Background: an optimization exercise with open tools, aiming at small area and a short achievable clock period. Do not read the settings as production practice. Function was not checked in any run shown here: the RTL went through the layout flow alone. No activity file was given, so power comes from the tool's default toggle rates.

==> flow/design.v, too long to show whole: its modules and the start of the top module <==
// module top: 1385 lines
module top (
  input         clk,
  input         rst,
  input  [31:0] a,
  input  [31:0] b,
  output [67:0] y
);
  // ...
==> flow/flow/run.sh <==
#!/bin/bash
# Own layout flow: the standard flow, with two changes.
#  1. After the standard synthesis, polarity.py removes inverters around the full adders
#     and orders each full adder's inputs by arrival time (a netlist rewrite that keeps
#     every register and the logic function).
#  2. Input ports get buf_4 buffers (each drives 16 gates) and output ports buf_1
#     buffers, instead of the default delay-buffer cells.
# Each tool's output goes to a log file of its own in this folder.
set -euo pipefail
here=$(pwd)
R=$here/orfs/results/$FLOW_PLATFORM/top/base
bash standard.sh "$R/1_2_yosys.v" > synth.log 2>&1
cp "$R/1_2_yosys.v" "$here/1_2_yosys.std.v"
python3 flow/polarity.py "$here/1_2_yosys.std.v" "$R/1_2_yosys.v" > polarity.log 2>&1
export BUFFER_PORTS_ARGS="-inputs -buffer_cell sky130_fd_sc_hd__buf_4"
export POST_GLOBAL_PLACE_TCL="$here/flow/outbuf.tcl"
bash standard.sh > layout.log 2>&1
==> flow/flow/outbuf.tcl <==
# Buffer the output ports (the input ports were buffered before global placement).
buffer_ports -outputs -buffer_cell sky130_fd_sc_hd__buf_1
==> flow/flow/polarity.py <==
#!/usr/bin/env python3
"""Remove inverters around full adders in a flat sky130hd netlist from Yosys.

A full adder is self-dual: inverting its three inputs inverts both outputs. Yosys's
full-adder extraction often leaves an inverter between two adders. For each full adder
this pass checks whether computing it on inverted inputs (and so giving inverted outputs)
needs fewer inverters, counting AND2<->NAND2 swaps of single-load partial products, and
rewires it when the cell area goes down. The logic function of every register input and
output port is unchanged. Usage: polarity.py IN.v OUT.v"""
import re, sys
from collections import defaultdict

P = 'sky130_fd_sc_hd__'
AREA = {'inv': 3.7536, 'and2': 6.256, 'nand2': 3.7536}
OUTPINS = {'X', 'Y', 'Q', 'Q_N', 'COUT', 'SUM', 'HI', 'LO'}

src = open(sys.argv[1]).read()
m = re.search(r'^module\s+(\w+)\s*\(', src, re.M)
start = m.start()
endm = src.index('endmodule', start)
body = src[start:endm]
pre, post = src[:start], src[endm:]

decl_lines, ports = [], set()
cells = {}          # name -> [type, {pin: net}]
order = []
cell_re = re.compile(r'^\s*(\S+)\s+(\S+)\s*\((.*?)\);', re.S | re.M)
pin_re = re.compile(r'\.(\w+)\s*\(\s*(.*?)\s*\)\s*(?:,|$)', re.S)
header_end = body.index(';') + 1
header = body[:header_end]
rest = body[header_end:]
pos = 0
for st in re.finditer(r'[^;]*;', rest, re.S):
    s = st.group(0).strip()
    if not s:
        continue
    if re.match(r'(input|output|inout)\b', s):
        decl_lines.append(s)
        for nm in re.findall(r'([\\\w][^\s,;]*)\s*(?=[,;]|$)', s.split(']')[-1] if ']' in s else s[len(s.split()[0]):]):
            ports.add(nm.strip())
        continue
    if re.match(r'wire\b', s):
        w = re.match(r'wire\s+(\[[^\]]*\]\s*)?(.*);', s, re.S)
        nm = w.group(2).strip()
        if nm in ports:
            decl_lines.append(s)
        continue
    if s.startswith('assign'):
        raise SystemExit('polarity.py: unexpected assign: ' + s[:80])
    mm = re.match(r'(\S+)\s+(\\\S+\s|\S+)\s*\((.*)\)\s*;', s, re.S)
    if not mm:
        raise SystemExit('polarity.py: cannot parse: ' + s[:120])
    typ, name, pins = mm.group(1), mm.group(2).strip(), mm.group(3)
    pd = {}
    for pm in re.finditer(r'\.(\w+)\s*\(\s*((?:\\\S+\s)|[^()]*?)\s*\)', pins):
        pd[pm.group(1)] = pm.group(2).strip()
    cells[name] = [typ, pd]
    order.append(name)

def base(t):
    return t[len(P):].rsplit('_', 1)[0] if t.startswith(P) else t

def is_port_net(n):
    return n.split('[')[0] in ports or n in ports

drv, loads = {}, defaultdict(set)
def rebuild():
    drv.clear(); loads.clear()
    for c, (t, pd) in cells.items():
        for p, n in pd.items():
            if p in OUTPINS:
                drv[n] = (c, p)
            else:
                loads[n].add((c, p))
rebuild()

cnt = [0]
def newnet():
    cnt[0] += 1
    return f'_pol{cnt[0]}_'
def newcell():
    cnt[0] += 1
    return f'_polc{cnt[0]}_'

def connect(c, p, n):
    old = cells[c][1][p]
    if p in OUTPINS:
        if drv.get(old) == (c, p):
            del drv[old]
        drv[n] = (c, p)
    else:
        loads[old].discard((c, p))
        loads[n].add((c, p))
    cells[c][1][p] = n

def add_inv(a, y):
    c = newcell()
    cells[c] = [P + 'inv_1', {'A': a, 'Y': y}]
    order.append(c)
    drv[y] = (c, 'Y'); loads[a].add((c, 'A'))
    return c

def del_cell(c):
    t, pd = cells.pop(c)
    for p, n in pd.items():
        if p in OUTPINS:
            if drv.get(n) == (c, p):
                del drv[n]
        else:
            loads[n].discard((c, p))

def inv_loads(n):
    return [c for (c, p) in loads[n] if base(cells[c][0]) in ('inv', 'clkinv')]

def plan_input(n, fa):
    """cost and action to get ~n at one input of fa"""
    d = drv.get(n)
    if d and base(cells[d[0]][0]) in ('inv', 'clkinv'):
        m = cells[d[0]][1]['A']
        others = [l for l in loads[n] if l[0] != fa]
        cost = -AREA['inv'] if not others and not is_port_net(n) else 0.0
        return cost, ('use', m, d[0] if cost else None)
    il = inv_loads(n)
    if il:
        return 0.0, ('use', cells[il[0]][1]['Y'], None)
    if d and not is_port_net(n) and len(loads[n]) == 1:
        b = base(cells[d[0]][0])
        if b == 'and2':
            return AREA['nand2'] - AREA['and2'], ('swap', d[0], 'nand2')
        if b == 'nand2':
            return AREA['and2'] - AREA['nand2'], ('swap', d[0], 'and2')
    return AREA['inv'], ('newinv', n)

def plan_output(o):
    il = [c for c in inv_loads(o) if not is_port_net(cells[c][1]['Y'])]
    pil = [c for c in inv_loads(o) if is_port_net(cells[c][1]['Y'])]
    if len(pil) > 1:
        return None
    invs = pil + il
    rest = [l for l in loads[o] if l[0] not in invs]
    cost = -AREA['inv'] * len(invs)
    if rest or is_port_net(o) or not invs:
        cost += AREA['inv']
    return cost

def flip(fa):
    t, pd = cells[fa]
    for p in ('A', 'B', 'CIN'):
        n = pd[p]
        cost, act = plan_input(n, fa)
        if act[0] == 'use':
            connect(fa, p, act[1])
            if act[2] and not loads[n]:
                del_cell(act[2])
        elif act[0] == 'swap':
            dc = act[1]
            dt, dpd = cells[dc]
            op = 'X' if 'X' in dpd else 'Y'
            out = dpd.pop(op)
            del drv[out]
            np_ = 'Y' if act[2] == 'nand2' else 'X'
            dpd[np_] = out
            drv[out] = (dc, np_)
            cells[dc][0] = P + act[2] + '_1'
        else:
            m = newnet()
            add_inv(n, m)
            connect(fa, p, m)
    for p in ('SUM', 'COUT'):
        o = pd[p]
        il = inv_loads(o)
        pil = [c for c in il if is_port_net(cells[c][1]['Y'])]
        il = pil + [c for c in il if c not in pil]
        if il:
            target = cells[il[0]][1]['Y']
            del_cell(il[0])
            for c in il[1:]:
                q = cells[c][1]['Y']
                del_cell(c)
                for (lc, lp) in list(loads[q]):
                    connect(lc, lp, target)
            connect(fa, p, target)
            if loads[o] or is_port_net(o):
                add_inv(target, o)
        else:
            m = newnet()
            connect(fa, p, m)
            add_inv(m, o)

def area():
    a = 0
    for t, _ in cells.values():
        b = base(t)
        if b in AREA:
            a += AREA[b]
    return a

a0 = area()
for it in range(30):
    changed = 0
    for fa in list(order):
        if fa not in cells or base(cells[fa][0]) != 'fa':
            continue
        pd = cells[fa][1]
        cost = 0.0
        ok = True
        seen = set()
        for p in ('A', 'B', 'CIN'):
            n = pd[p]
            c, act = plan_input(n, fa)
            if n in seen:
                ok = False
            seen.add(n)
            cost += c
        for p in ('SUM', 'COUT'):
            c = plan_output(pd[p])
            if c is None:
                ok = False
                break
            cost += c
        if ok and cost < -0.5:
            flip(fa)
            changed += 1
    if not changed:
        break
order = [c for c in order if c in cells]

# Timing-driven input order of the full adders: the latest input goes to CIN, the fastest
# pin, and the earliest to A, the slowest. Arrival times come from a rough delay model.
FA_D = {'A': (0.60, 0.48), 'B': (0.57, 0.46), 'CIN': (0.55, 0.43)}   # (SUM, COUT)
def cell_delay(t):
    b = base(t)
    return {'inv': 0.10, 'clkinv': 0.10, 'nand2': 0.13, 'nor2': 0.15, 'ha': 0.35,
            'buf': 0.15, 'clkbuf': 0.15}.get(b, 0.20)
rebuild()
arr = {}
SEQ = ('df', 'sdf', 'edf')
def arrival(n, stack=0):
    if n in arr:
        return arr[n]
    d = drv.get(n)
    if d is None:
        arr[n] = 0.4
        return 0.4
    c, p = d
    t, pd = cells[c]
    b = base(t)
    if b.startswith(SEQ) or b in ('conb',):
        arr[n] = 0.4
        return 0.4
    ins = [pd[q] for q in pd if q not in OUTPINS]
    if b == 'fa':
        ats = {q: arrival(pd[q], stack + 1) for q in ('A', 'B', 'CIN')}
        res = {}
        for q in ('A', 'B', 'CIN'):
            res[q] = ats[q]
        su = max(res[q] + FA_D[q][0] for q in res)
        co = max(res[q] + FA_D[q][1] for q in res)
        arr[pd['SUM']] = su
        arr[pd['COUT']] = co
        return arr[n]
    a = max([arrival(x, stack + 1) for x in ins] or [0.0]) + cell_delay(t)
    for q in pd:
        if q in OUTPINS:
            arr[pd[q]] = a
    return a
import sys as _s
_s.setrecursionlimit(100000)
swaps = 0
def fa_topo():
    seen, out = set(), []
    def visit(c):
        if c in seen:
            return
        seen.add(c)
        t, pd = cells[c]
        if not base(t).startswith(SEQ):
            for q, n in pd.items():
                if q not in OUTPINS and n in drv:
                    visit(drv[n][0])
        out.append(c)
    for c in list(cells):
        visit(c)
    return out
for c in fa_topo():
    t, pd = cells[c]
    if base(t) == 'fa':
        nets = [pd['A'], pd['B'], pd['CIN']]
        ats = sorted(nets, key=lambda n: arrival(n))
        if ats != nets:
            for q in ('A', 'B', 'CIN'):
                loads[pd[q]].discard((c, q))
            pd['A'], pd['B'], pd['CIN'] = ats
            for q in ('A', 'B', 'CIN'):
                loads[pd[q]].add((c, q))
            swaps += 1
    # recompute this cell's outputs
    for q in pd:
        if q in OUTPINS:
            arr.pop(pd[q], None)
    for q in pd:
        if q in OUTPINS:
            arrival(pd[q])
sys.stderr.write(f'polarity.py: reordered the inputs of {swaps} full adders\n')
a1 = area()
sys.stderr.write(f'polarity.py: {it+1} passes, inv/and2/nand2 area {a0:.1f} -> {a1:.1f}\n')

nets = set()
for c in order:
    for n in cells[c][1].values():
        if not n.startswith("1'") and not is_port_net(n):
            nets.add(n)
out = [pre, header, '\n']
for d in decl_lines:
    out.append('  ' + d + '\n')
for n in sorted(nets):
    out.append(f'  wire {n}{" " if n.startswith(chr(92)) else ""};\n')
for c in order:
    t, pd = cells[c]
    pins = ',\n'.join(f'    .{p}({n}{" " if n.startswith(chr(92)) else ""})' for p, n in pd.items())
    out.append(f'  {t} {c}{" " if c.startswith(chr(92)) else ""} (\n{pins}\n  );\n')
out.append(post)
open(sys.argv[2], 'w').write(''.join(out))
==> flow/standard.sh <==
#!/bin/bash
# synth_recipe.tcl (not shown) runs the flow's synth.tcl, then flattens the netlist and writes it again
# the make line also repeats each setting of config.mk as NAME=value (left out here)
make -C /OpenROAD-flow-scripts/flow DESIGN_CONFIG=/design/flow/config.mk WORK_HOME=/design/flow/orfs CLKGATE_MAP_FILE= SYNTH_SCRIPT=/design/flow/synth_recipe.tcl "${@:-finish}"
==> flow/config.mk <==
export PLATFORM = sky130hd
export DESIGN_NAME = top
export DESIGN_NICKNAME = top
export VERILOG_FILES = /design/flow/design.v
export SDC_FILE = /design/flow/constraint.sdc
export NUM_CORES = 4
export LEC_CHECK = 0
export CAP_MARGIN = 20
export CORE_MARGIN = 2
export CORE_UTILIZATION = 40
export SLEW_MARGIN = 70
==> flow/constraint.sdc <==
create_clock -name core_clock -period 12.0 [get_ports {clk}]
set_input_delay 2.4000 -clock core_clock [delete_from_list [all_inputs] [get_ports {clk}]]
set_output_delay 2.4000 -clock core_clock [all_outputs]
set_load 0.01 [all_outputs]
==> impl_results.md, run 1 <==
* Setup Viol. Count Final at 0
* TritonCTS Buffers at 17
* Met2 routed WL at ~19,000 um
* Arrival time worst endpoint at between 2000 and 3000 ps
* Design Power at 3960 uW
* Cell area after layout at between 15,000 and 20,000 sq um
* Fin worst setup slack at a little under 7000 ps
* Worst-case clock buffer depth at 2
* Crit path max-delay cell type: fa_2
* Invs w/o clock at 110
* Fraction of area in multi-input gates at 0.696
* First-pass GRT wire length at 69,000 um
* Clock sinks at 116
* Share of layout cells above drive strength 1 at 0.0772
* Multi-input gates at between 1,000 and 1,500
* Commonest non-fill, non-tap cell in the layout: nand2_1
* ClkCell Share at 0.0352
* Seq cells at roughly 120
* Clk. pwr at 546 uW
* Fill count at between 3,000 and 4,000
* Sequential power at 650 uW
* Status: finished clean
* Worst EP required at roughly 9600 ps
* M2 GR Usage at 0.332
* Setup CP Type: flip-flop to output pin
* Die area at between 40,000 and 50,000 sq um
* GRT busiest layer: met2
* FF+latch area at 2900 sq um
* Vias per cell at around 5.2
==> run 2: changes to the inputs <==
--- a/flow/design.v
+++ b/flow/design.v
@@ -1,25 +1,25 @@
 module top (
   input         clk,
   input         rst,
   input  [31:0] a,
   input  [31:0] b,
   output [67:0] y
 );
-  reg [28:0] c11_r;
-  reg [28:0] c12_r;
-  reg [28:0] c21_r;
-  reg [28:0] c22_r;
+  reg [26:0] c11_r;
+  reg [26:0] c12_r;
+  reg [26:0] c21_r;
+  reg [26:0] c22_r;
   always @(posedge clk or posedge rst) begin
     if (rst) begin
-      c11_r <= 29'b00000000000000000000000000000;
-      c12_r <= 29'b00000000000000000000000000000;
-      c21_r <= 29'b00000000000000000000000000000;
-      c22_r <= 29'b00000000000000000000000000000;
+      c11_r <= 27'b000000000000000000000000000;
+      c12_r <= 27'b000000000000000000000000000;
+      c21_r <= 27'b000000000000000000000000000;
+      c22_r <= 27'b000000000000000000000000000;
     end else begin
       c11_r <= c11_d;
       c12_r <= c12_d;
       c21_r <= c21_d;
       c22_r <= c22_d;
     end
   end
   wire c11_pp1 = a[0] & b[0];
@@ -215,16 +215,18 @@
   wire c11_s191, c11_c192;
   assign {c11_c192, c11_s191} = c11_s179 + c11_s181 + c11_s183;
   wire c11_s193, c11_c194;
   assign {c11_c194, c11_s193} = c11_s185 + c11_c170 + c11_s187;
   wire c11_s195, c11_c196;
   assign {c11_c196, c11_s195} = c11_c172 + c11_s189 + c11_s191;
   wire c11_s197, c11_c198;
   assign {c11_c198, c11_s197} = c11_c174 + c11_s193 + c11_s195;
+  wire c11_s199, c11_c200;
+  assign {c11_c200, c11_s199} = c11_c176 + c11_s197 + c11_c178;
   wire c11_s201, c11_c202;
   assign {c11_c202, c11_s201} = c11_pp8 + c11_pp15 + c11_pp22;
   wire c11_s203, c11_c204;
   assign {c11_c204, c11_s203} = c11_pp29 + c11_pp36 + c11_pp43;
   wire c11_s205, c11_c206;
   assign {c11_c206, c11_s205} = c11_pp50 + c11_pp57 + c11_pp72;
   wire c11_s207, c11_c208;
   assign {c11_c208, c11_s207} = c11_pp79 + c11_pp86 + c11_pp93;
@@ -319,16 +321,18 @@
   wire c11_s303, c11_c304;
   assign {c11_c304, c11_s303} = c11_c280 + c11_c282 + c11_s297;
   wire c11_s305, c11_c306;
   assign {c11_c306, c11_s305} = c11_s299 + c11_c284 + c11_c286;
   wire c11_s307, c11_c308;
   assign {c11_c308, c11_s307} = c11_s301 + c11_s303 + c11_c288;
   wire c11_s309, c11_c310;
   assign {c11_c310, c11_s309} = c11_c290 + c11_s305 + c11_s307;
+  wire c11_s311, c11_c312;
+  assign {c11_c312, c11_s311} = c11_c292 + c11_s309 + c11_c294;
   wire c11_s313, c11_c314;
   assign {c11_c314, c11_s313} = c11_pp48 + c11_pp55 + c11_pp62;
   wire c11_s315, c11_c316;
   assign {c11_c316, c11_s315} = c11_pp112 + c11_pp119 + c11_pp126;
   wire c11_s317, c11_c318;
   assign {c11_c318, c11_s317} = c11_c298 + c11_c300 + c11_s313;
   wire c11_s319, c11_c320;
   assign {c11_c320, c11_s319} = c11_s315 + c11_c302 + c11_c304;
@@ -343,30 +347,26 @@
   wire c11_s329, c11_c330;
   assign {c11_c330, c11_s329} = c11_s325 + c11_c318 + c11_s327;
   wire c11_s331, c11_c332;
   assign {c11_c332, c11_s331} = c11_c320 + c11_s329 + c11_c322;
   wire c11_s333, c11_c334;
   assign {c11_c334, c11_s333} = c11_pp64 + c11_pp128 + c11_c326;
   wire c11_s335, c11_c336;
   assign {c11_c336, c11_s335} = c11_c328 + c11_s333 + c11_c330;
-  wire [5:0] c11_lo337 = {c11_s159, c11_s145, c11_s135, c11_pp73, c11_pp1} + {1'b0, 1'b0, 1'b0, c11_s129, c11_pp65};
-  wire [28:0] c11_d = {c11_s225, c11_c324, c11_c332, c11_c336, c11_s177, c11_s323, c11_s331, c11_s335, c11_c334, c11_lo337[5], c11_lo337[4], c11_lo337[3], c11_lo337[2], c11_lo337[1], c11_lo337[0], c11_c294, c11_s309, c11_c292, c11_c274, c11_s293, c11_c272, c11_s273, c11_c250, c11_c226, c11_s249, c11_c224, c11_c178, c11_s197, c11_c176};
-  wire c11_s199, c11_c200;
-  assign {c11_c200, c11_s199} = c11_r[0] + c11_r[1] + c11_r[2];
+  wire [6:0] c11_lo337 = {c11_s177, c11_s159, c11_s145, c11_s135, c11_pp73, c11_pp1} + {1'b0, 1'b0, 1'b0, 1'b0, c11_s129, c11_pp65};
+  wire [26:0] c11_d = {c11_s225, c11_c312, c11_c324, c11_c332, c11_c336, c11_s199, c11_c200, c11_s311, c11_s323, c11_s331, c11_s335, c11_c334, c11_lo337[6], c11_lo337[5], c11_lo337[4], c11_lo337[3], c11_lo337[2], c11_lo337[1], c11_lo337[0], c11_c274, c11_s293, c11_c272, c11_s273, c11_c250, c11_c226, c11_s249, c11_c224};
   wire c11_s251, c11_c252;
-  assign {c11_c252, c11_s251} = c11_r[3] + c11_r[4] + c11_r[5];
-  wire c11_s275 = c11_r[6] ^ c11_r[7];
-  wire c11_c276 = c11_r[6] & c11_r[7];
+  assign {c11_c252, c11_s251} = c11_r[0] + c11_r[1] + c11_r[2];
+  wire c11_s275 = c11_r[3] ^ c11_r[4];
+  wire c11_c276 = c11_r[3] & c11_r[4];
   wire c11_s295, c11_c296;
-  assign {c11_c296, c11_s295} = c11_r[8] + c11_r[9] + c11_r[10];
-  wire c11_s311, c11_c312;
-  assign {c11_c312, c11_s311} = c11_r[11] + c11_r[12] + c11_r[13];
-  wire [13:0] c11_hs338 = {1'b0, {1'b0, c11_r[20], c11_r[21], c11_r[22], c11_r[23], c11_s311, c11_c276, c11_s275, c11_s251, c11_c200, c11_s199, c11_r[24]}, c11_r[19]} + {1'b0, {1'b0, c11_r[25], c11_r[26], c11_r[27], c11_c312, c11_c296, c11_s295, c11_c252, 1'b0, c11_r[28], 1'b0, 1'b0}, c11_r[19]};
-  assign y[16:0] = {c11_hs338[12:1], {c11_r[18], c11_r[17], c11_r[16], c11_r[15], c11_r[14]}};
+  assign {c11_c296, c11_s295} = c11_r[5] + c11_r[6] + c11_r[7];
+  wire [12:0] c11_hs338 = {1'b0, {1'b0, c11_r[15], c11_r[16], c11_r[17], c11_r[18], c11_r[19], c11_c276, c11_s275, c11_s251, c11_r[20], c11_r[21]}, c11_r[14]} + {1'b0, {1'b0, c11_r[22], c11_r[23], c11_r[24], c11_r[25], c11_c296, c11_s295, c11_c252, 1'b0, c11_r[26], 1'b0}, c11_r[14]};
+  assign y[16:0] = {c11_hs338[11:1], {c11_r[13], c11_r[12], c11_r[11], c11_r[10], c11_r[9], c11_r[8]}};
   wire c12_pp1 = a[0] & b[8];
   wire c12_pp2 = a[0] & b[9];
   wire c12_pp3 = a[0] & b[10];
   wire c12_pp4 = a[0] & b[11];
   wire c12_pp5 = a[0] & b[12];
   wire c12_pp6 = a[0] & b[13];
   wire c12_pp7 = a[0] & b[14];
   wire c12_pp8 = a[0] & b[15];
@@ -555,16 +555,18 @@
   wire c12_s191, c12_c192;
   assign {c12_c192, c12_s191} = c12_s179 + c12_s181 + c12_s183;
   wire c12_s193, c12_c194;
   assign {c12_c194, c12_s193} = c12_s185 + c12_c170 + c12_s187;
   wire c12_s195, c12_c196;
   assign {c12_c196, c12_s195} = c12_c172 + c12_s189 + c12_s191;
   wire c12_s197, c12_c198;
   assign {c12_c198, c12_s197} = c12_c174 + c12_s193 + c12_s195;
+  wire c12_s199, c12_c200;
+  assign {c12_c200, c12_s199} = c12_c176 + c12_s197 + c12_c178;
   wire c12_s201, c12_c202;
   assign {c12_c202, c12_s201} = c12_pp8 + c12_pp15 + c12_pp22;
   wire c12_s203, c12_c204;
   assign {c12_c204, c12_s203} = c12_pp29 + c12_pp36 + c12_pp43;
   wire c12_s205, c12_c206;
   assign {c12_c206, c12_s205} = c12_pp50 + c12_pp57 + c12_pp72;
   wire c12_s207, c12_c208;
   assign {c12_c208, c12_s207} = c12_pp79 + c12_pp86 + c12_pp93;
@@ -659,16 +661,18 @@
   wire c12_s303, c12_c304;
   assign {c12_c304, c12_s303} = c12_c280 + c12_c282 + c12_s297;
   wire c12_s305, c12_c306;
   assign {c12_c306, c12_s305} = c12_s299 + c12_c284 + c12_c286;
   wire c12_s307, c12_c308;
   assign {c12_c308, c12_s307} = c12_s301 + c12_s303 + c12_c288;
   wire c12_s309, c12_c310;
   assign {c12_c310, c12_s309} = c12_c290 + c12_s305 + c12_s307;
+  wire c12_s311, c12_c312;
+  assign {c12_c312, c12_s311} = c12_c292 + c12_s309 + c12_c294;
   wire c12_s313, c12_c314;
   assign {c12_c314, c12_s313} = c12_pp48 + c12_pp55 + c12_pp62;
   wire c12_s315, c12_c316;
   assign {c12_c316, c12_s315} = c12_pp112 + c12_pp119 + c12_pp126;
   wire c12_s317, c12_c318;
   assign {c12_c318, c12_s317} = c12_c298 + c12_c300 + c12_s313;
   wire c12_s319, c12_c320;
   assign {c12_c320, c12_s319} = c12_s315 + c12_c302 + c12_c304;
@@ -683,30 +687,26 @@
   wire c12_s329, c12_c330;
   assign {c12_c330, c12_s329} = c12_s325 + c12_c318 + c12_s327;
   wire c12_s331, c12_c332;
   assign {c12_c332, c12_s331} = c12_c320 + c12_s329 + c12_c322;
   wire c12_s333, c12_c334;
   assign {c12_c334, c12_s333} = c12_pp64 + c12_pp128 + c12_c326;
   wire c12_s335, c12_c336;
   assign {c12_c336, c12_s335} = c12_c328 + c12_s333 + c12_c330;
-  wire [5:0] c12_lo337 = {c12_s159, c12_s145, c12_s135, c12_pp73, c12_pp1} + {1'b0, 1'b0, 1'b0, c12_s129, c12_pp65};
-  wire [28:0] c12_d = {c12_s225, c12_c324, c12_c332, c12_c336, c12_s177, c12_s323, c12_s331, c12_s335, c12_c334, c12_lo337[5], c12_lo337[4], c12_lo337[3], c12_lo337[2], c12_lo337[1], c12_lo337[0], c12_c294, c12_s309, c12_c292, c12_c274, c12_s293, c12_c272, c12_s273, c12_c250, c12_c226, c12_s249, c12_c224, c12_c178, c12_s197, c12_c176};
-  wire c12_s199, c12_c200;
-  assign {c12_c200, c12_s199} = c12_r[0] + c12_r[1] + c12_r[2];
+  wire [6:0] c12_lo337 = {c12_s177, c12_s159, c12_s145, c12_s135, c12_pp73, c12_pp1} + {1'b0, 1'b0, 1'b0, 1'b0, c12_s129, c12_pp65};
+  wire [26:0] c12_d = {c12_s225, c12_c312, c12_c324, c12_c332, c12_c336, c12_s199, c12_c200, c12_s311, c12_s323, c12_s331, c12_s335, c12_c334, c12_lo337[6], c12_lo337[5], c12_lo337[4], c12_lo337[3], c12_lo337[2], c12_lo337[1], c12_lo337[0], c12_c274, c12_s293, c12_c272, c12_s273, c12_c250, c12_c226, c12_s249, c12_c224};
   wire c12_s251, c12_c252;
-  assign {c12_c252, c12_s251} = c12_r[3] + c12_r[4] + c12_r[5];
-  wire c12_s275 = c12_r[6] ^ c12_r[7];
-  wire c12_c276 = c12_r[6] & c12_r[7];
+  assign {c12_c252, c12_s251} = c12_r[0] + c12_r[1] + c12_r[2];
+  wire c12_s275 = c12_r[3] ^ c12_r[4];
+  wire c12_c276 = c12_r[3] & c12_r[4];
   wire c12_s295, c12_c296;
-  assign {c12_c296, c12_s295} = c12_r[8] + c12_r[9] + c12_r[10];
-  wire c12_s311, c12_c312;
-  assign {c12_c312, c12_s311} = c12_r[11] + c12_r[12] + c12_r[13];
-  wire [13:0] c12_hs338 = {1'b0, {1'b0, c12_r[20], c12_r[21], c12_r[22], c12_r[23], c12_s311, c12_c276, c12_s275, c12_s251, c12_c200, c12_s199, c12_r[24]}, c12_r[19]} + {1'b0, {1'b0, c12_r[25], c12_r[26], c12_r[27], c12_c312, c12_c296, c12_s295, c12_c252, 1'b0, c12_r[28], 1'b0, 1'b0}, c12_r[19]};
-  assign y[33:17] = {c12_hs338[12:1], {c12_r[18], c12_r[17], c12_r[16], c12_r[15], c12_r[14]}};
+  assign {c12_c296, c12_s295} = c12_r[5] + c12_r[6] + c12_r[7];
+  wire [12:0] c12_hs338 = {1'b0, {1'b0, c12_r[15], c12_r[16], c12_r[17], c12_r[18], c12_r[19], c12_c276, c12_s275, c12_s251, c12_r[20], c12_r[21]}, c12_r[14]} + {1'b0, {1'b0, c12_r[22], c12_r[23], c12_r[24], c12_r[25], c12_c296, c12_s295, c12_c252, 1'b0, c12_r[26], 1'b0}, c12_r[14]};
+  assign y[33:17] = {c12_hs338[11:1], {c12_r[13], c12_r[12], c12_r[11], c12_r[10], c12_r[9], c12_r[8]}};
   wire c21_pp1 = a[16] & b[0];
   wire c21_pp2 = a[16] & b[1];
   wire c21_pp3 = a[16] & b[2];
   wire c21_pp4 = a[16] & b[3];
   wire c21_pp5 = a[16] & b[4];
   wire c21_pp6 = a[16] & b[5];
   wire c21_pp7 = a[16] & b[6];
   wire c21_pp8 = a[16] & b[7];
@@ -895,16 +895,18 @@
   wire c21_s191, c21_c192;
   assign {c21_c192, c21_s191} = c21_s179 + c21_s181 + c21_s183;
   wire c21_s193, c21_c194;
   assign {c21_c194, c21_s193} = c21_s185 + c21_c170 + c21_s187;
   wire c21_s195, c21_c196;
   assign {c21_c196, c21_s195} = c21_c172 + c21_s189 + c21_s191;
   wire c21_s197, c21_c198;
   assign {c21_c198, c21_s197} = c21_c174 + c21_s193 + c21_s195;
+  wire c21_s199, c21_c200;
+  assign {c21_c200, c21_s199} = c21_c176 + c21_s197 + c21_c178;
   wire c21_s201, c21_c202;
   assign {c21_c202, c21_s201} = c21_pp8 + c21_pp15 + c21_pp22;
   wire c21_s203, c21_c204;
   assign {c21_c204, c21_s203} = c21_pp29 + c21_pp36 + c21_pp43;
   wire c21_s205, c21_c206;
   assign {c21_c206, c21_s205} = c21_pp50 + c21_pp57 + c21_pp72;
   wire c21_s207, c21_c208;
   assign {c21_c208, c21_s207} = c21_pp79 + c21_pp86 + c21_pp93;
@@ -999,16 +1001,18 @@
   wire c21_s303, c21_c304;
   assign {c21_c304, c21_s303} = c21_c280 + c21_c282 + c21_s297;
   wire c21_s305, c21_c306;
   assign {c21_c306, c21_s305} = c21_s299 + c21_c284 + c21_c286;
   wire c21_s307, c21_c308;
   assign {c21_c308, c21_s307} = c21_s301 + c21_s303 + c21_c288;
   wire c21_s309, c21_c310;
   assign {c21_c310, c21_s309} = c21_c290 + c21_s305 + c21_s307;
+  wire c21_s311, c21_c312;
+  assign {c21_c312, c21_s311} = c21_c292 + c21_s309 + c21_c294;
   wire c21_s313, c21_c314;
   assign {c21_c314, c21_s313} = c21_pp48 + c21_pp55 + c21_pp62;
   wire c21_s315, c21_c316;
   assign {c21_c316, c21_s315} = c21_pp112 + c21_pp119 + c21_pp126;
   wire c21_s317, c21_c318;
   assign {c21_c318, c21_s317} = c21_c298 + c21_c300 + c21_s313;
   wire c21_s319, c21_c320;
   assign {c21_c320, c21_s319} = c21_s315 + c21_c302 + c21_c304;
@@ -1023,30 +1027,26 @@
   wire c21_s329, c21_c330;
   assign {c21_c330, c21_s329} = c21_s325 + c21_c318 + c21_s327;
   wire c21_s331, c21_c332;
   assign {c21_c332, c21_s331} = c21_c320 + c21_s329 + c21_c322;
   wire c21_s333, c21_c334;
   assign {c21_c334, c21_s333} = c21_pp64 + c21_pp128 + c21_c326;
   wire c21_s335, c21_c336;
   assign {c21_c336, c21_s335} = c21_c328 + c21_s333 + c21_c330;
-  wire [5:0] c21_lo337 = {c21_s159, c21_s145, c21_s135, c21_pp73, c21_pp1} + {1'b0, 1'b0, 1'b0, c21_s129, c21_pp65};
-  wire [28:0] c21_d = {c21_s225, c21_c324, c21_c332, c21_c336, c21_s177, c21_s323, c21_s331, c21_s335, c21_c334, c21_lo337[5], c21_lo337[4], c21_lo337[3], c21_lo337[2], c21_lo337[1], c21_lo337[0], c21_c294, c21_s309, c21_c292, c21_c274, c21_s293, c21_c272, c21_s273, c21_c250, c21_c226, c21_s249, c21_c224, c21_c178, c21_s197, c21_c176};
-  wire c21_s199, c21_c200;
-  assign {c21_c200, c21_s199} = c21_r[0] + c21_r[1] + c21_r[2];
+  wire [6:0] c21_lo337 = {c21_s177, c21_s159, c21_s145, c21_s135, c21_pp73, c21_pp1} + {1'b0, 1'b0, 1'b0, 1'b0, c21_s129, c21_pp65};
+  wire [26:0] c21_d = {c21_s225, c21_c312, c21_c324, c21_c332, c21_c336, c21_s199, c21_c200, c21_s311, c21_s323, c21_s331, c21_s335, c21_c334, c21_lo337[6], c21_lo337[5], c21_lo337[4], c21_lo337[3], c21_lo337[2], c21_lo337[1], c21_lo337[0], c21_c274, c21_s293, c21_c272, c21_s273, c21_c250, c21_c226, c21_s249, c21_c224};
   wire c21_s251, c21_c252;
-  assign {c21_c252, c21_s251} = c21_r[3] + c21_r[4] + c21_r[5];
-  wire c21_s275 = c21_r[6] ^ c21_r[7];
-  wire c21_c276 = c21_r[6] & c21_r[7];
+  assign {c21_c252, c21_s251} = c21_r[0] + c21_r[1] + c21_r[2];
+  wire c21_s275 = c21_r[3] ^ c21_r[4];
+  wire c21_c276 = c21_r[3] & c21_r[4];
   wire c21_s295, c21_c296;
-  assign {c21_c296, c21_s295} = c21_r[8] + c21_r[9] + c21_r[10];
-  wire c21_s311, c21_c312;
-  assign {c21_c312, c21_s311} = c21_r[11] + c21_r[12] + c21_r[13];
-  wire [13:0] c21_hs338 = {1'b0, {1'b0, c21_r[20], c21_r[21], c21_r[22], c21_r[23], c21_s311, c21_c276, c21_s275, c21_s251, c21_c200, c21_s199, c21_r[24]}, c21_r[19]} + {1'b0, {1'b0, c21_r[25], c21_r[26], c21_r[27], c21_c312, c21_c296, c21_s295, c21_c252, 1'b0, c21_r[28], 1'b0, 1'b0}, c21_r[19]};
-  assign y[50:34] = {c21_hs338[12:1], {c21_r[18], c21_r[17], c21_r[16], c21_r[15], c21_r[14]}};
+  assign {c21_c296, c21_s295} = c21_r[5] + c21_r[6] + c21_r[7];
+  wire [12:0] c21_hs338 = {1'b0, {1'b0, c21_r[15], c21_r[16], c21_r[17], c21_r[18], c21_r[19], c21_c276, c21_s275, c21_s251, c21_r[20], c21_r[21]}, c21_r[14]} + {1'b0, {1'b0, c21_r[22], c21_r[23], c21_r[24], c21_r[25], c21_c296, c21_s295, c21_c252, 1'b0, c21_r[26], 1'b0}, c21_r[14]};
+  assign y[50:34] = {c21_hs338[11:1], {c21_r[13], c21_r[12], c21_r[11], c21_r[10], c21_r[9], c21_r[8]}};
   wire c22_pp1 = a[16] & b[8];
   wire c22_pp2 = a[16] & b[9];
   wire c22_pp3 = a[16] & b[10];
   wire c22_pp4 = a[16] & b[11];
   wire c22_pp5 = a[16] & b[12];
   wire c22_pp6 = a[16] & b[13];
   wire c22_pp7 = a[16] & b[14];
   wire c22_pp8 = a[16] & b[15];
@@ -1235,16 +1235,18 @@
   wire c22_s191, c22_c192;
   assign {c22_c192, c22_s191} = c22_s179 + c22_s181 + c22_s183;
   wire c22_s193, c22_c194;
   assign {c22_c194, c22_s193} = c22_s185 + c22_c170 + c22_s187;
   wire c22_s195, c22_c196;
   assign {c22_c196, c22_s195} = c22_c172 + c22_s189 + c22_s191;
   wire c22_s197, c22_c198;
   assign {c22_c198, c22_s197} = c22_c174 + c22_s193 + c22_s195;
+  wire c22_s199, c22_c200;
+  assign {c22_c200, c22_s199} = c22_c176 + c22_s197 + c22_c178;
   wire c22_s201, c22_c202;
   assign {c22_c202, c22_s201} = c22_pp8 + c22_pp15 + c22_pp22;
   wire c22_s203, c22_c204;
   assign {c22_c204, c22_s203} = c22_pp29 + c22_pp36 + c22_pp43;
   wire c22_s205, c22_c206;
   assign {c22_c206, c22_s205} = c22_pp50 + c22_pp57 + c22_pp72;
   wire c22_s207, c22_c208;
   assign {c22_c208, c22_s207} = c22_pp79 + c22_pp86 + c22_pp93;
@@ -1339,16 +1341,18 @@
   wire c22_s303, c22_c304;
   assign {c22_c304, c22_s303} = c22_c280 + c22_c282 + c22_s297;
   wire c22_s305, c22_c306;
   assign {c22_c306, c22_s305} = c22_s299 + c22_c284 + c22_c286;
   wire c22_s307, c22_c308;
   assign {c22_c308, c22_s307} = c22_s301 + c22_s303 + c22_c288;
   wire c22_s309, c22_c310;
   assign {c22_c310, c22_s309} = c22_c290 + c22_s305 + c22_s307;
+  wire c22_s311, c22_c312;
+  assign {c22_c312, c22_s311} = c22_c292 + c22_s309 + c22_c294;
   wire c22_s313, c22_c314;
   assign {c22_c314, c22_s313} = c22_pp48 + c22_pp55 + c22_pp62;
   wire c22_s315, c22_c316;
   assign {c22_c316, c22_s315} = c22_pp112 + c22_pp119 + c22_pp126;
   wire c22_s317, c22_c318;
   assign {c22_c318, c22_s317} = c22_c298 + c22_c300 + c22_s313;
   wire c22_s319, c22_c320;
   assign {c22_c320, c22_s319} = c22_s315 + c22_c302 + c22_c304;
@@ -1363,23 +1367,19 @@
   wire c22_s329, c22_c330;
   assign {c22_c330, c22_s329} = c22_s325 + c22_c318 + c22_s327;
   wire c22_s331, c22_c332;
   assign {c22_c332, c22_s331} = c22_c320 + c22_s329 + c22_c322;
   wire c22_s333, c22_c334;
   assign {c22_c334, c22_s333} = c22_pp64 + c22_pp128 + c22_c326;
   wire c22_s335, c22_c336;
   assign {c22_c336, c22_s335} = c22_c328 + c22_s333 + c22_c330;
-  wire [5:0] c22_lo337 = {c22_s159, c22_s145, c22_s135, c22_pp73, c22_pp1} + {1'b0, 1'b0, 1'b0, c22_s129, c22_pp65};
-  wire [28:0] c22_d = {c22_s225, c22_c324, c22_c332, c22_c336, c22_s177, c22_s323, c22_s331, c22_s335, c22_c334, c22_lo337[5], c22_lo337[4], c22_lo337[3], c22_lo337[2], c22_lo337[1], c22_lo337[0], c22_c294, c22_s309, c22_c292, c22_c274, c22_s293, c22_c272, c22_s273, c22_c250, c22_c226, c22_s249, c22_c224, c22_c178, c22_s197, c22_c176};
-  wire c22_s199, c22_c200;
-  assign {c22_c200, c22_s199} = c22_r[0] + c22_r[1] + c22_r[2];
+  wire [6:0] c22_lo337 = {c22_s177, c22_s159, c22_s145, c22_s135, c22_pp73, c22_pp1} + {1'b0, 1'b0, 1'b0, 1'b0, c22_s129, c22_pp65};
+  wire [26:0] c22_d = {c22_s225, c22_c312, c22_c324, c22_c332, c22_c336, c22_s199, c22_c200, c22_s311, c22_s323, c22_s331, c22_s335, c22_c334, c22_lo337[6], c22_lo337[5], c22_lo337[4], c22_lo337[3], c22_lo337[2], c22_lo337[1], c22_lo337[0], c22_c274, c22_s293, c22_c272, c22_s273, c22_c250, c22_c226, c22_s249, c22_c224};
   wire c22_s251, c22_c252;
-  assign {c22_c252, c22_s251} = c22_r[3] + c22_r[4] + c22_r[5];
-  wire c22_s275 = c22_r[6] ^ c22_r[7];
-  wire c22_c276 = c22_r[6] & c22_r[7];
+  assign {c22_c252, c22_s251} = c22_r[0] + c22_r[1] + c22_r[2];
+  wire c22_s275 = c22_r[3] ^ c22_r[4];
+  wire c22_c276 = c22_r[3] & c22_r[4];
   wire c22_s295, c22_c296;
-  assign {c22_c296, c22_s295} = c22_r[8] + c22_r[9] + c22_r[10];
-  wire c22_s311, c22_c312;
-  assign {c22_c312, c22_s311} = c22_r[11] + c22_r[12] + c22_r[13];
-  wire [13:0] c22_hs338 = {1'b0, {1'b0, c22_r[20], c22_r[21], c22_r[22], c22_r[23], c22_s311, c22_c276, c22_s275, c22_s251, c22_c200, c22_s199, c22_r[24]}, c22_r[19]} + {1'b0, {1'b0, c22_r[25], c22_r[26], c22_r[27], c22_c312, c22_c296, c22_s295, c22_c252, 1'b0, c22_r[28], 1'b0, 1'b0}, c22_r[19]};
-  assign y[67:51] = {c22_hs338[12:1], {c22_r[18], c22_r[17], c22_r[16], c22_r[15], c22_r[14]}};
+  assign {c22_c296, c22_s295} = c22_r[5] + c22_r[6] + c22_r[7];
+  wire [12:0] c22_hs338 = {1'b0, {1'b0, c22_r[15], c22_r[16], c22_r[17], c22_r[18], c22_r[19], c22_c276, c22_s275, c22_s251, c22_r[20], c22_r[21]}, c22_r[14]} + {1'b0, {1'b0, c22_r[22], c22_r[23], c22_r[24], c22_r[25], c22_c296, c22_s295, c22_c252, 1'b0, c22_r[26], 1'b0}, c22_r[14]};
+  assign y[67:51] = {c22_hs338[11:1], {c22_r[13], c22_r[12], c22_r[11], c22_r[10], c22_r[9], c22_r[8]}};
 endmodule
==> flow/config.mk (replaced) <==
export PLATFORM = sky130hd
export DESIGN_NAME = top
export DESIGN_NICKNAME = top
export VERILOG_FILES = /design/flow/design.v
export SDC_FILE = /design/flow/constraint.sdc
export NUM_CORES = 4
export LEC_CHECK = 0
export CAP_MARGIN = 20
export CORE_MARGIN = 2
export CORE_UTILIZATION = 40
export SLEW_MARGIN = 40
==> impl_results.md, run 2 <==
* Setup WS pre-CTS at 6300 ps (was 6340 ps)
* RSZ-0062 raised after global routing: no (unchanged)
* Worst Path Max Fanout at 16 (was 4)
* Cell mode on critical path: fa_1
* Vias per cell at 5.19 (was 5.20)
* Design Power at 3310 uW (was 3960 uW)
* Slew Limit Fails at 0 (unchanged)
* NumNets Final at 2,036 (was 2,084)
* Std cell rows at 72 (was 73)
* Max Fclk at 188 MHz (was 192 MHz)
* Clock slew seen by the registers of the worst setup and hold paths at 80 ps (was 60 ps)
* I/O pin total at 134 (unchanged)
* Fin Hold WS at 2090 ps (was 1940 ps)
* TritonCTS Buffers at 9 (was 17)
* Final Routed Wirelength at 35,800 um (was 41,800 um)
* Avg Inst Size Synth at 10.7 sq um (about the same)
* Gr usage total at 0.193 (was 0.222)
* Drt drc at 0 (unchanged)
* Arrival time worst endpoint at 5590 ps (was 2820 ps)
* Initial antenna violation count at 0 (unchanged)
* Vias in the first global route at 12,000 (was 12,300)
* Cell Chain, Critical Path: buf_4 > nand2_1 > fa_1 > fa_1 > fa_1 > fa_1 > fa_1 > fa_1 > inv_1 (was fa_2 > ha_1 > a311oi_1 > o311ai_0 > a21oi_1 > xnor2_1 > buf_1)
* Status: finished clean (unchanged)
* Die H at 201 um (was 204 um)
* Root Driver: clkbuf_16 (unchanged)
* Hold WC Path Type: input port to asynchronous set/reset pin (unchanged)
* Initial Utilization at 0.404 (was 0.403)
* Share of layout cells above drive strength 1 at 0.0615 (was 0.0772)
* Setup TNS at 0 ps (unchanged)
* Wire length per cell at 17.7 um (was 20.0 um)
* Die X-Extent at 201 um (was 204 um)
* Mapped Cells at 1,449 (was 1,485)
* Max IR drop VDD at 147 uV (was 127 uV)
* Worst path buffer plus inverter count at 2 (was 1)
* Half-perimeter wire length after placement at 29,200 um (was 31,400 um)
* H-tree levels at 3 (was 4)
* Initial DRC Count at 600 (was 727)
* First-pass GRT wire length at 61,400 um (was 69,000 um)
* Grt total ovfl at 0 (unchanged)
* Setup CP Type: input port to flip-flop (was flip-flop to output pin)
* Commonest non-fill, non-tap cells in the layout: nand2_1 (515), fa_1 (412), dfrtp_1 (108) (was nand2_1 (516), fa_1 (411), dfrtp_1 (116))
* Worst EP required at 12,270 ps (was 9600 ps)
* CP Capture Type: flip-flop (was output pin)
* Die area at 40,500 sq um (was 41,400 sq um)
* Final critical-path share of the clock period at 0.443 (was 0.435)
* Fin util at 0.438 (was 0.447)
* Worst stage delay on the critical path at 510 ps (was 450 ps)
* Hold buffer count at CTS at 0 (unchanged)
* Core Footprint at 38,600 sq um (was 39,500 sq um)
* Vias at 10,500 (was 10,900)
* Fin worst setup slack at 6680 ps (was 6780 ps)
* Resized Gates After CTS at 0 (unchanged)
* Worst-case clock buffer depth at 2 (unchanged)
* Pre-antenna DRT Iters at 6 (was 5)
* Commonest non-fill, non-tap cell in the layout: nand2_1 (unchanged)
* DRT antenna net count at 0 (unchanged)
* Max-Cap Viols at 0 (unchanged)
* Setup bufs post-CTS at 0 (unchanged)
* Syn. warnings at 1 (unchanged)
* Least-Margin Pin Slew at 672 ps (was 380 ps)
* Syn Nets at 1,979 (was 2,015)
* CTS tree: yes (unchanged)
* Fill count at 3,752 (was 3,673)
* Antenna cells at 0 (unchanged)
* Final Hold Violating Endpoints at 0 (unchanged)
* Leak Pwr at 0.00673 uW (was 0.00710 uW)
* Clock sinks at 108 (was 116)
* Setup Viol. Count Final at 0 (unchanged)
* Largest net degree at the start of global routing at 61 (was 62)
* PD cells at 196 nW/um^2 (was 224 nW/um^2)
* Port bufs at 133 (unchanged)
* Fin crit period at 5320 ps (was 5220 ps)
* Synthesized area at 15,600 sq um (was 15,900 sq um)
* Area growth from synthesis to final layout at 8.38% (was 11.1%)
* Crit path max-delay cell type: fa_1 (was fa_2)
* CP top delay family: adder cells (was compound AO/OA/AOI/OAI gates)
* CP startpoint kind: input port (was flip-flop)
* Relative slew slack at 0.552 (was 0.745)
==> run 2: cell types whose count changed in the layout (fill, tap and decap cells not counted), moves of 4 or more <==
cell / change
nor3_1: +5
and4_1: -4
inv_1: -17
clkbuf_16: -8
a221oi_2: -4
nand2b_1: +4
clkinvlp_4: -4
a211oi_2: -7
a311oi_1: -4
dfrtp_1: -8
nor2_1: -7
==> run 2: path summary, 6_finish.rpt <==
kind                       start             endpoint  slack, ps  cells past startpoint
max                         a[4]  c12_r[19]$_DFF_PP0_       6680                      9
min in group core_clock     b[0]   c11_r[8]$_DFF_PP0_       2530                      3
max in group asynchronous    rst   c22_r[3]$_DFF_PP0_       8950                      3
min                          rst  c11_r[26]$_DFF_PP0_       2090                      2
==> run 2: per-stage QoR <==
| stage | std cells | area, sq um |
|---|---|---|
| floorplan | 1449 | 15600 |
| global placement | 1945 | 16300 |
| detailed placement | 2013 | 16500 |
| CTS | 2029 | 16900 |
| global route | 2029 | 16900 |
| finish | 2029 | 16900 |
==> run 2: where the power goes <==
part | total, uW | internal (uW) | switching (uW)
clock | 322 | 172 | 151
sequential | 598 | 541 | 57.4
combinational | 2390 | 1020 | 1370
total | 3310 | 1730 | 1580
==> run 2: layout make-up <==
| class | instances | area [sq um] | share of cell area |
|---|---|---|---|
| flip-flops and latches | 108 | 2700 | 0.160 |
| clock buffers | 10 | 239 | 0.0142 |
| multi-input cells | 1160 | 12100 | 0.717 |
| inverters | 93 | 352 | 0.0208 |
| repair buffers | 134 | 754 | 0.0447 |
| well taps | 518 | 648 | 0.0384 |
| clock inverters | 6 | 81.3 | 0.00482 |
==> run 2: per-layer routing <==
metal  vias to the layer above  routed length [um]  global-route usage
li1                       4480                   -                   -
met1                      5687               13900               0.250
met2                       318               18900               0.335
met3                        48                2280              0.0337
met4                         0                 724              0.0517
met5                         -                   0                   0
==> run 3: changes to the inputs <==
--- a/flow/flow/run.sh
+++ b/flow/flow/run.sh
@@ -14,4 +14,5 @@
 python3 flow/polarity.py "$here/1_2_yosys.std.v" "$R/1_2_yosys.v" > polarity.log 2>&1
 export BUFFER_PORTS_ARGS="-inputs -buffer_cell sky130_fd_sc_hd__buf_4"
 export POST_GLOBAL_PLACE_TCL="$here/flow/outbuf.tcl"
+export SETUP_SLACK_MARGIN=7.2
 bash standard.sh > layout.log 2>&1
==> impl_results.md, run 3 <==
* CP top delay family: adder cells (unchanged)
* H-tree levels at 3 (unchanged)
* Cell mode on critical path: fa_2 (was fa_1)
* Setup Viol. Count Final at 0 (unchanged)
* Cell Chain, Critical Path: buf_16 > buf_4 > buf_4 > nand2_2 > fa_2 > fa_2 > fa_2 > fa_1 > fa_2 > fa_2 > inv_1 (was buf_4 > nand2_1 > fa_1 > fa_1 > fa_1 > fa_1 > fa_1 > fa_1 > inv_1)
* Worst-case clock buffer depth at 2 (unchanged)
* Slew Limit Fails at 0 (unchanged)
* Syn Nets at 1,979 (unchanged)
* Wire length per cell at 22.7 um (was 17.7 um)
* Setup TNS at 0 ps (unchanged)
* Half-perimeter wire length after placement at 31,400 um (was 29,200 um)
* Final Routed Wirelength at 49,400 um (was 35,800 um)
* Area growth from synthesis to final layout at 38.1% (was 8.38%)
* Arrival time worst endpoint at 5370 ps (was 5590 ps)
* Commonest non-fill, non-tap cells in the layout: nand2_1 (386), fa_2 (245), fa_1 (167) (was nand2_1 (515), fa_1 (412), dfrtp_1 (108))
* Worst stage delay on the critical path at 520 ps (was 510 ps)
* Vias in the first global route at 12,800 (was 12,000)
* CP Capture Type: flip-flop (unchanged)
* Die X-Extent at 201 um (unchanged)
* Met2 routed WL at 24,900 um (was 18,900 um)
* PD cells at 199 nW/um^2 (was 196 nW/um^2)
* Pre-antenna DRT Iters at 6 (unchanged)
* Leak Pwr at 0.00853 uW (was 0.00673 uW)
* Initial DRC Count at 1,038 (was 600)
* Largest net degree at the start of global routing at 58 (was 61)
* Share of layout cells above drive strength 1 at 0.423 (was 0.0615)
* Port bufs at 133 (unchanged)
* Fin crit period at 5090 ps (was 5320 ps)
* Vias at 11,900 (was 10,500)
* Final Hold Violating Endpoints at 0 (unchanged)
* TritonCTS Buffers at 9 (unchanged)
* I/O pin total at 134 (unchanged)
* Avg Inst Size Synth at 10.7 sq um (unchanged)
* Post-Route M1 WL at 18,200 um (was 13,900 um)
* Crit path max-delay cell type: fa_2 (was fa_1)
* Die H at 201 um (unchanged)
* Vias per cell at 5.45 (was 5.19)
* Clock sinks at 108 (unchanged)
* Commonest non-fill, non-tap cell in the layout: nand2_1 (unchanged)
* Relative slew slack at 0.513 (was 0.552)
* NumNets Final at 2,188 (was 2,036)
* Worst Path Max Fanout at 8 (was 16)
* Worst path buffer plus inverter count at 4 (was 2)
* Least-Margin Pin Slew at 730 ps (was 672 ps)
* Core Footprint at 38,600 sq um (unchanged)
* Grt total ovfl at 0 (unchanged)
* Drt drc at 0 (unchanged)
* Met3 WL at 4240 um (was 2280 um)
* Root Driver: clkbuf_16 (unchanged)
* Gr usage total at 0.237 (was 0.193)
* Max-Cap Viols at 0 (unchanged)
* Top routing layer in use: met4 (unchanged)
* CP startpoint kind: input port (unchanged)
* First-pass GRT wire length at 72,600 um (was 61,400 um)
* Final critical-path share of the clock period at 0.424 (was 0.443)
* Setup CP Type: input port to flip-flop (unchanged)
* Max Fclk at 197 MHz (was 188 MHz)
* RSZ-0062 raised after global routing: yes (was no)
* Initial Utilization at 0.404 (unchanged)
* Std cell rows at 72 (unchanged)
* Initial antenna violation count at 0 (unchanged)
* Worst EP required at 12,280 ps (was 12,270 ps)
* Fin Hold WS at 2240 ps (was 2090 ps)
* Design Power at 4270 uW (was 3310 uW)
* Syn. warnings at 1 (unchanged)
* Status: finished clean (unchanged)
* Antenna cells at 0 (unchanged)
* DRT antenna net count at 0 (unchanged)
* Mapped Cells at 1,449 (unchanged)
* Clock slew seen by the registers of the worst setup and hold paths at 80 ps (about the same)
* CP Depth at 11 (was 9)
* Synthesized area at 15,600 sq um (unchanged)
* Hold WC Path Type: input port to asynchronous set/reset pin (unchanged)
* CTS tree: yes (unchanged)
* Max IR drop VDD at 238 uV (was 147 uV)
* Die area at 40,500 sq um (unchanged)
run 3: cell count changes in the layout (fill, tap and decap cells not counted), sizes merged:
cell,delta
clkinv,-2
buf,+138
bufbuf,+4
clkinvlp,+3
inv,-2
clkbuf,+9
bufinv,+1
run 3: cell type report:
class                           instances  area, sq um
Sequential cell                       108         2700
Tap cell                              518          648
Clock buffer                            9          225
Timing Repair Buffer                  286         3700
Multi-Input combinational cell       1160        13800
Inverter                               93          353
Clock inverter                          6         88.8
Fill cell                            3173        17100
run 3: path summary, 6_finish.rpt:
kind                       start                  end  slack (ps)
worst max-delay path       b[11]  c12_r[19]$_DFF_PP0_        6910
min in group core_clock    a[24]   c22_r[8]$_DFF_PP0_        2410
max in group asynchronous    rst   c12_r[4]$_DFF_PP0_        8740
worst min-delay path         rst  c21_r[21]$_DFF_PP0_        2240
run 3: routing by layer:
metal  GRT usage  up-vias
li1            -     4821
met1       0.302     6316
met2       0.401      611
met3      0.0510      131
met4      0.0872        0
met5           0        -
run 3: stage by stage:
stage,setup WS (ps),std cells,utilization,instance area (sq um)
floorplan,6660,1449,-,17200
global placement,6330,1946,0.443,17100
detailed placement,6300,2014,0.450,17300
CTS,6940,2125,0.529,20400
global route,6840,2180,0.558,21500
finish,6910,2180,0.558,21500
run 3: where the power goes:
| group | internal (uW) | switching [uW] |
|---|---|---|
| Combinational | 1580 | 1750 |
| Sequential | 541 | 64.3 |
| Clock | 182 | 153 |
run 3: what timing repair did:
item	4_1_cts	5_1_grt
hold buffers	0	0
endpoints found under the hold margin	0	0
resized for setup	383	131
endpoints found under the setup margin	81	69
pin swaps	136	134
buffers inserted	79	45
gates cloned	17	9
==> run 4: changes to the inputs <==
--- a/flow/flow/run.sh
+++ b/flow/flow/run.sh
@@ -14,5 +14,5 @@
 python3 flow/polarity.py "$here/1_2_yosys.std.v" "$R/1_2_yosys.v" > polarity.log 2>&1
 export BUFFER_PORTS_ARGS="-inputs -buffer_cell sky130_fd_sc_hd__buf_4"
 export POST_GLOBAL_PLACE_TCL="$here/flow/outbuf.tcl"
-export SETUP_SLACK_MARGIN=7.2
+export SETUP_SLACK_MARGIN=6.9
 bash standard.sh > layout.log 2>&1
==> impl_results.md, run 4 <==
* Grt total ovfl at 0 (unchanged)
* Non-filler cells, final at 2,035 (was 2,180)
* Area growth from synthesis to final layout at 16.4% (was 38.1%)
* Fin util at 0.470 (was 0.558)
* Pre-antenna DRT Iters at 5 (was 6)
* Vias in the first global route at 12,200 (was 12,800)
* Setup WS pre-CTS at 6300 ps (about the same)
* Port bufs at 133 (unchanged)
* Vias at 10,700 (was 11,900)
* Root Driver: clkbuf_16 (unchanged)
* PD cells at 202 nW/um^2 (was 199 nW/um^2)
* TritonCTS Buffers at 9 (unchanged)
* Die area at 40,500 sq um (unchanged)
* Share of layout cells above drive strength 1 at 0.208 (was 0.423)
* Core Footprint at 38,600 sq um (unchanged)
* NumNets Final at 2,042 (was 2,188)
* CTS tree: yes (unchanged)
* Final critical-path share of the clock period at 0.422 (was 0.424)
* Cell Chain, Critical Path: buf_8 > nand2_1 > fa_2 > fa_2 > fa_2 > fa_1 > fa_2 > fa_2 > inv_1 (was buf_16 > buf_4 > buf_4 > nand2_2 > fa_2 > fa_2 > fa_2 > fa_1 > fa_2 > fa_2 > inv_1)
* Gr usage total at 0.208 (was 0.237)
* Clock slew seen by the registers of the worst setup and hold paths at 80 ps (about the same)
* Crit path launch: a[6] (was b[11])
* Max-Cap Viols at 0 (unchanged)
* CP Capture Type: flip-flop (unchanged)
* Crit path max-delay cell type: fa_2 (unchanged)
* Largest net degree at the start of global routing at 61 (was 58)
* Worst EP required at 12,290 ps (was 12,280 ps)
* Final Hold Violating Endpoints at 0 (unchanged)
* Worst stage delay on the critical path at 530 ps (was 520 ps)
* Clock sinks at 108 (unchanged)
* RSZ-0062 raised after global routing: yes (unchanged)
* Vias per cell at 5.25 (was 5.45)
* Relative slew slack at 0.573 (was 0.513)
* Half-perimeter wire length after placement at 30,700 um (was 31,400 um)
* Cell count after placement at 2,015 (was 2,014)
* Hold WC Path Type: input port to asynchronous set/reset pin (unchanged)
* Max IR drop VDD at 141 uV (was 238 uV)
* Fin worst setup slack at 6940 ps (was 6910 ps)
* Cell area after layout at 18,100 sq um (was 21,500 sq um)
* Syn. warnings at 1 (unchanged)
* Die X-Extent at 201 um (unchanged)
* Least-Margin Pin Slew at 637 ps (was 730 ps)
* Hold buffer count at CTS at 0 (unchanged)
* Wire length per cell at 19.4 um (was 22.7 um)
* Area after DPL at 17,000 sq um (was 17,300 sq um)
* Drt drc at 0 (unchanged)
* DRT antenna net count at 0 (unchanged)
* Syn Nets at 1,979 (unchanged)
* Leak Pwr at 0.00700 uW (was 0.00853 uW)
* Setup TNS at 0 ps (unchanged)
* Worst-case clock buffer depth at 2 (unchanged)
* Die H at 201 um (unchanged)
* Initial DRC Count at 552 (was 1,038)
* Antenna cells at 0 (unchanged)
* Std cell rows at 72 (unchanged)
* Synthesized area at 15,600 sq um (unchanged)
* I/O pin total at 134 (unchanged)
* Arrival time worst endpoint at 5350 ps (was 5370 ps)
* Commonest non-fill, non-tap cell in the layout: nand2_1 (unchanged)
* Mapped Cells at 1,449 (unchanged)
* Setup Viol. Count Final at 0 (unchanged)
* Initial antenna violation count at 0 (unchanged)
* Cell mode on critical path: fa_2 (unchanged)
* First-pass GRT wire length at 64,500 um (was 72,600 um)
* CP startpoint kind: input port (unchanged)
* Max Fclk at 198 MHz (was 197 MHz)
* Status: finished clean (unchanged)
* Avg Inst Size Synth at 10.7 sq um (unchanged)
* Setup CP Type: input port to flip-flop (unchanged)
* Commonest non-fill, non-tap cells in the layout: nand2_1 (466), fa_1 (273), fa_2 (139) (was nand2_1 (386), fa_2 (245), fa_1 (167))
* Initial Utilization at 0.404 (unchanged)
* Worst Path Max Fanout at 16 (was 8)
* CP endpoint: c12_r[19]$_DFF_PP0_ (unchanged)
* Slew Limit Fails at 0 (unchanged)
* Fin crit period at 5060 ps (was 5090 ps)
* Final Routed Wirelength at 39,500 um (was 49,400 um)
* H-tree levels at 3 (unchanged)
run 4: where the power goes:
part | total (uW) | internal (uW) | switching [uW]
clock network | 344 | 196 | 148
logic | 2710 | 1220 | 1490
registers | 602 | 541 | 61.4
run 4: timing repair:
| action | in CTS | in global routing |
|---|---|---|
| setup endpoints to repair | 23 | 25 |
| hold endpoints to repair | 0 | 0 |
| buffers inserted | 2 | 2 |
| gates resized for setup | 76 | 101 |
| pin swaps | 4 | 23 |
run 4: how the worst min path moves through the flow:
stage | endpoint | slack (ps) | cells after the start
floorplan | c11_r[8]$_DFF_PP0_ | 2640 | 2
global placement | c22_r[14]$_DFF_PP0_ | 2670 | 2
detailed placement | c22_r[14]$_DFF_PP0_ | 2300 | 2
CTS | c22_r[14]$_DFF_PP0_ | 1870 | 2
global route | c22_r[14]$_DFF_PP0_ | 1870 | 2
finish | c22_r[14]$_DFF_PP0_ | 1890 | 2
run 4: cell type report:
class,count,area [sq um]
Clock buffer,12,256
Clock inverter,4,80.1
Fill cell,3565,20400
Inverter,93,353
Multi-Input combinational cell,1160,12800
Sequential cell,108,2700
Tap cell,518,648
Timing Repair Buffer,140,1310
run 4: layer usage:
layer / track usage / wire (um)
met5: 0 / 0
met4: 0.0659 / 827
met3: 0.0369 / 2510
met2: 0.356 / 20800
met1: 0.269 / 15400
run 4: metrics by stage:
| step | hold slack (ps) | power (uW) |
|---|---|---|
| floorplan | 2640 | 2500 |
| detailed placement | 2300 | 3190 |
| global route | 1870 | 4080 |
| global placement | 2670 | 2980 |
| finish | 1890 | 3660 |
| CTS | 1870 | 3640 |
run 4: worst max-delay path, delay by kind of cell:
family	cells	cell delay, ps
fa+ha+maj	6	2650
buf+inv	2	190
simple gates	1	110

static timing again, ports no longer ideal:
How much do the figures lean on ideal ports? The routed layouts below were timed once more, with nothing changed but the port constraints.
Step 1: set_driving_cell puts a clkbuf_16 on clk and a buf_2 on each other input, an assumption about the parent block.
Step 2, shift: input delay + t, output delay - t, t = (earliest + latest rising clock arrival at the registers) / 2. This alone moves slack from input paths to output paths.
a / b / c = ideal / step 1 / step 2; a / b = the first two.
run | t, ns | setup WS [ns] | hold slack, ns | slew at the worst register clock pin (ns)
run 1 | 0.500 | 6.780 / 6.727 / 6.307 | 1.936 / 1.904 / 2.404 | 0.06 / 0.06
run 2 | 0.423 | 6.683 / 6.698 / 6.275 | 2.089 / 2.060 / 2.483 | 0.08 / 0.08
run 3 | 0.423 | 6.912 / 6.802 / 6.379 | 2.242 / 2.216 / 2.639 | 0.08 / 0.08
run 4 | 0.433 | 6.937 / 6.921 / 6.488 | 1.890 / 1.861 / 2.294 | 0.08 / 0.08
After both steps every run listed still meets setup and hold. The setup slack of run 3, which loses most, moves by -0.110 ns with the drivers and by -0.533 ns with both steps.
